Context: an optimization exercise on an open-source flow, tuned for small area. The choices shown serve that exercise and are no tape-out recipe. Function was checked by simulation only, so behaviour that the tests miss may differ from the original. Power figures rest on the tool's default switching activity, not on a simulated workload.

run 1:
## frogger
module frogger (clk, rst, update, VGA_R, VGA_G, VGA_B, hsync, vsync, blank_n, up, down, left, right, levelselect);
Settings: LEC_CHECK=0, CAP_MARGIN=20, CORE_MARGIN=2, CORE_UTILIZATION=30, CTS_BUF_LIST=sky130_fd_sc_hd__clkbuf_4, CTS_CLUSTER_SIZE=50, SLEW_MARGIN=20; clock period 20.0 ns.
run.sh (not shown) runs the stock make flow with config.mk's settings and CLKGATE_MAP_FILE= SYNTH_SCRIPT=/design/flow/synth_recipe.tcl, a recipe that flattens the netlist after the stock synthesis.
Run 1 reached the final stage; the timing, design-rule and antenna checks on its layout passed.
The inputs of run 2 differ from those of run 1 as listed below.
# run 1
export LEC_CHECK = 0
export CAP_MARGIN = 20
export CORE_MARGIN = 2
export CORE_UTILIZATION = 30
export CTS_BUF_LIST = sky130_fd_sc_hd__clkbuf_4
export CTS_CLUSTER_SIZE = 50
export SLEW_MARGIN = 20
create_clock -name core_clock -period 20.0 [get_ports {clk}]
# run 2
export LEC_CHECK = 0
export CAP_MARGIN = 20
export CORE_MARGIN = 2
export CORE_UTILIZATION = 40
export SLEW_MARGIN = 20
create_clock -name core_clock -period 20.0 [get_ports {clk}]
==> comparison <==
Changes observed in run 2 relative to run 1: power went up by 4.6%; number of buffers added by the clock tree synthesis step now smaller; overflow left after global routing held; chip width lost 13%; sequential cell fraction of total power dropped 1.7 points.
Relative to run 1, the length of the first detailed-routing pass in iterations of run 2 is higher by 3.
Higher area growth from synthesis to layout among run 2 and run 1: run 1
Final cell area: run 2 below run 1
Going from run 1 to run 2, clock power grows by about 16%.
Post-route met1 wirelength ended up 4.9% lower on run 2 than on run 1.
Synthesized cell count came out exactly the same in run 2 and run 1.

* * *

## v19
Another version of the RTL of frogger (not shown whole).
Size: roughly 35 I/O pins.
export LEC_CHECK = 0
export CAP_MARGIN = 20
export CORE_MARGIN = 2
export CORE_UTILIZATION = 30
export CTS_CLUSTER_DIAMETER = 200
export CTS_CLUSTER_SIZE = 20
export SLEW_MARGIN = 20
create_clock -name core_clock -period 20.0 [get_ports {clk}]
standard.sh (not shown) runs the stock make flow with config.mk's settings and CLKGATE_MAP_FILE= SYNTH_SCRIPT=/design/flow/synth_recipe.tcl, a recipe that flattens the netlist after the stock synthesis.
==> flow/flow/run.sh <==
#!/bin/bash
# Layout flow: the standard synthesis, then an area-oriented re-mapping of the
# combinational logic only (every flip-flop instance of the standard synthesis is kept
# as it is, same name and cell), then the standard layout from floorplan to finish.
# Each tool's output goes to a log file of its own in this folder.
set -euo pipefail
WORK=$(pwd)
R=$WORK/orfs/results/$FLOW_PLATFORM/frogger/base
LIB=$FLOW_HOME/platforms/$FLOW_PLATFORM/lib/sky130_fd_sc_hd__tt_025C_1v80.lib
YOSYS=$FLOW_HOME/../tools/install/yosys/bin/yosys

# 1. standard synthesis
bash standard.sh synth > $WORK/log_1_standard_synth.log 2>&1

# 2. re-map the combinational logic for area
cp $R/1_2_yosys.v $WORK/standard_synth.v
python3 flow/libmodels.py $LIB $FLOW_HOME/platforms/$FLOW_PLATFORM/config.mk $WORK/comb_cells.v $WORK/dont_use.txt > $WORK/log_2_libmodels.log 2>&1
$YOSYS -p "read_liberty -lib $LIB; read_verilog $WORK/standard_synth.v; hierarchy -top $FLOW_TOP; \
  techmap -map $WORK/comb_cells.v; techmap; opt -purge; \
  abc -liberty $LIB $(cat $WORK/dont_use.txt) -script $WORK/flow/resyn.abc; opt_clean -purge; \
  hilomap -singleton -hicell sky130_fd_sc_hd__conb_1 HI -locell sky130_fd_sc_hd__conb_1 LO; \
  splitnets; opt_clean -purge; insbuf -buf sky130_fd_sc_hd__buf_4 A X; check -assert -mapped; \
  tee -o $WORK/resyn_stat.txt stat -liberty $LIB; \
  write_verilog -noattr -nohex -nodec $WORK/resyn.v" > $WORK/log_3_resyn_yosys.log 2>&1

# the flip-flops must be exactly the standard synthesis's
ffs() { grep -oE '^\s*sky130_fd_sc_hd__[a-z]*df[a-z0-9_]* +[^ (]+' "$1" | sed -E 's/_[0-9]+ +/ /; s/^\s+//' | sort; }
if ! diff <(ffs $WORK/standard_synth.v) <(ffs $WORK/resyn.v) > $WORK/log_4_ffcheck.log 2>&1 || [ ! -s $WORK/resyn.v ]; then
  echo "flip-flops differ; using the standard synthesis" >> $WORK/log_4_ffcheck.log
  cp $WORK/standard_synth.v $WORK/resyn.v
fi
cp $WORK/resyn.v $R/1_2_yosys.v
rm -f $R/1_synth.odb $R/1_synth.sdc

# 3. standard layout from the re-mapped netlist
bash standard.sh > $WORK/log_5_standard_layout.log 2>&1
==> flow/flow/resyn.abc <==
strash
&get -n
&st
&deepsyn -T 600
&put
dc2
&get -n
&st
&dch -f
&nf -R 2000 -a
&put
mfs2 -a
strash
&get -n
&st
&dch -f
&nf -R 2000
&put
topo
dnsize -c
Other scripts of this flow, unchanged in this note and not shown: flow/flow/libmodels.py
The inputs of v24 differ from those of v19 as listed below.
-- flow/flow/run.sh --
<<< v19, line 23
  tee -o $WORK/resyn_stat.txt stat -liberty $LIB; \
  write_verilog -noattr -nohex -nodec $WORK/resyn.v" > $WORK/log_3_resyn_yosys.log 2>&1

>>> v24, line 23
  tee -o $WORK/resyn_stat.txt stat -liberty $LIB; \
  write_verilog -noattr -nohex -nodec $WORK/resyn1.v" > $WORK/log_3_resyn_yosys.log 2>&1
# a second area pass on the re-mapped netlist
$YOSYS -p "read_liberty -lib $LIB; read_verilog $WORK/resyn1.v; hierarchy -top $FLOW_TOP; \
  techmap -map $WORK/comb_cells.v; techmap; opt -purge; \
  abc -liberty $LIB $(cat $WORK/dont_use.txt) -script $WORK/flow/resyn2.abc; opt_clean -purge; \
  hilomap -singleton -hicell sky130_fd_sc_hd__conb_1 HI -locell sky130_fd_sc_hd__conb_1 LO; \
  splitnets; opt_clean -purge; insbuf -buf sky130_fd_sc_hd__buf_4 A X; check -assert -mapped; \
  tee -o $WORK/resyn_stat2.txt stat -liberty $LIB; \
  write_verilog -noattr -nohex -nodec $WORK/resyn.v" > $WORK/log_3b_resyn_yosys.log 2>&1 || cp $WORK/resyn1.v $WORK/resyn.v
[ -s $WORK/resyn.v ] || cp $WORK/resyn1.v $WORK/resyn.v

<<< v19, line 34

# 3. standard layout from the re-mapped netlist
bash standard.sh > $WORK/log_5_standard_layout.log 2>&1
>>> v24, line 43

# 3. standard layout from the re-mapped netlist; every input and output port still
#    gets its own buffer, the smallest buffer cell instead of clkdlybuf4s50_1
export BUFFER_PORTS_ARGS="-buffer_cell sky130_fd_sc_hd__buf_1"
bash standard.sh > $WORK/log_5_standard_layout.log 2>&1
==> flow/flow/resyn.abc <==
strash
&get -n
&st
&deepsyn -T 300
&put
dc2
&get -n
&st
&dch -f
&nf -R 5000 -a
&put
mfs2 -a -W 6
strash
&get -n
&st
&dch -f
&nf -R 5000 -a
&put
mfs2 -a -W 6
strash
&get -n
&st
&dch -f
&nf -R 5000
&put
topo
dnsize -c
==> flow/flow/resyn2.abc (new file) <==
strash
&get -n
&st
&deepsyn -T 240
&put
dc2
&get -n
&st
&dch -f
&nf -R 5000 -a
&put
mfs2 -a -W 6
strash
&get -n
&st
&dch -f
&nf -R 5000 -a
&put
mfs2 -a -W 6
strash
&get -n
&st
&dch -f
&nf -R 5000
&put
topo
dnsize -c
==> comparison <==
- Of v24 and v19, v24 shows the lower core utilization, with v19 above it.
- [compare] base=v19 new=v24: design area now sits lower, reported net switching power now sits higher, layout-stage area growth over the synthesis result now sits lower, switching power as a share of total power now sits at about the same level.
- Compared with v19, instance count after placement with tap cells included in v24 decreased by a few percent.
- Delta (v24 minus v19): non-clock buffer count grew by 8.0%, total sequential power grew by about 0.6%.

[re-timing with driven ports]
The results above use ideal ports. As a check the final layouts listed here were re-extracted and re-timed, cells and wires unchanged. Step 1 (the two cells are an assumption about what drives the block):
set clk [get_ports {clk}]
set_driving_cell -lib_cell sky130_fd_sc_hd__clkbuf_16 $clk
set_driving_cell -lib_cell sky130_fd_sc_hd__buf_2 [delete_from_list [all_inputs] $clk]
Step 2, shift: input delay + t, output delay - t, t = (earliest + latest rising clock arrival at the registers) / 2. This alone moves slack from input paths to output paths. Slacks: no drivers / after step 1 / after step 2; pairs: no drivers / after step 1.
run	t (ns)	setup slack, ns	worst hold slack (ns)	worst setup path at the end	slew at the worst register clock pin (ns)
run 1	1.011	9.919 / 9.919 / 9.919	0.326 / 0.326 / 0.326	register to register	0.08 / 0.08
run 2	0.657	9.479 / 9.479 / 9.479	0.324 / 0.324 / 0.324	register to register	0.07 / 0.07
v19	0.641	9.163 / 9.163 / 9.163	0.334 / 0.334 / 0.334	register to register	0.11 / 0.11
v24	0.650	8.287 / 8.287 / 8.287	0.336 / 0.336 / 0.336	register to register	0.10 / 0.10
After both steps setup and hold are still met in every run listed.
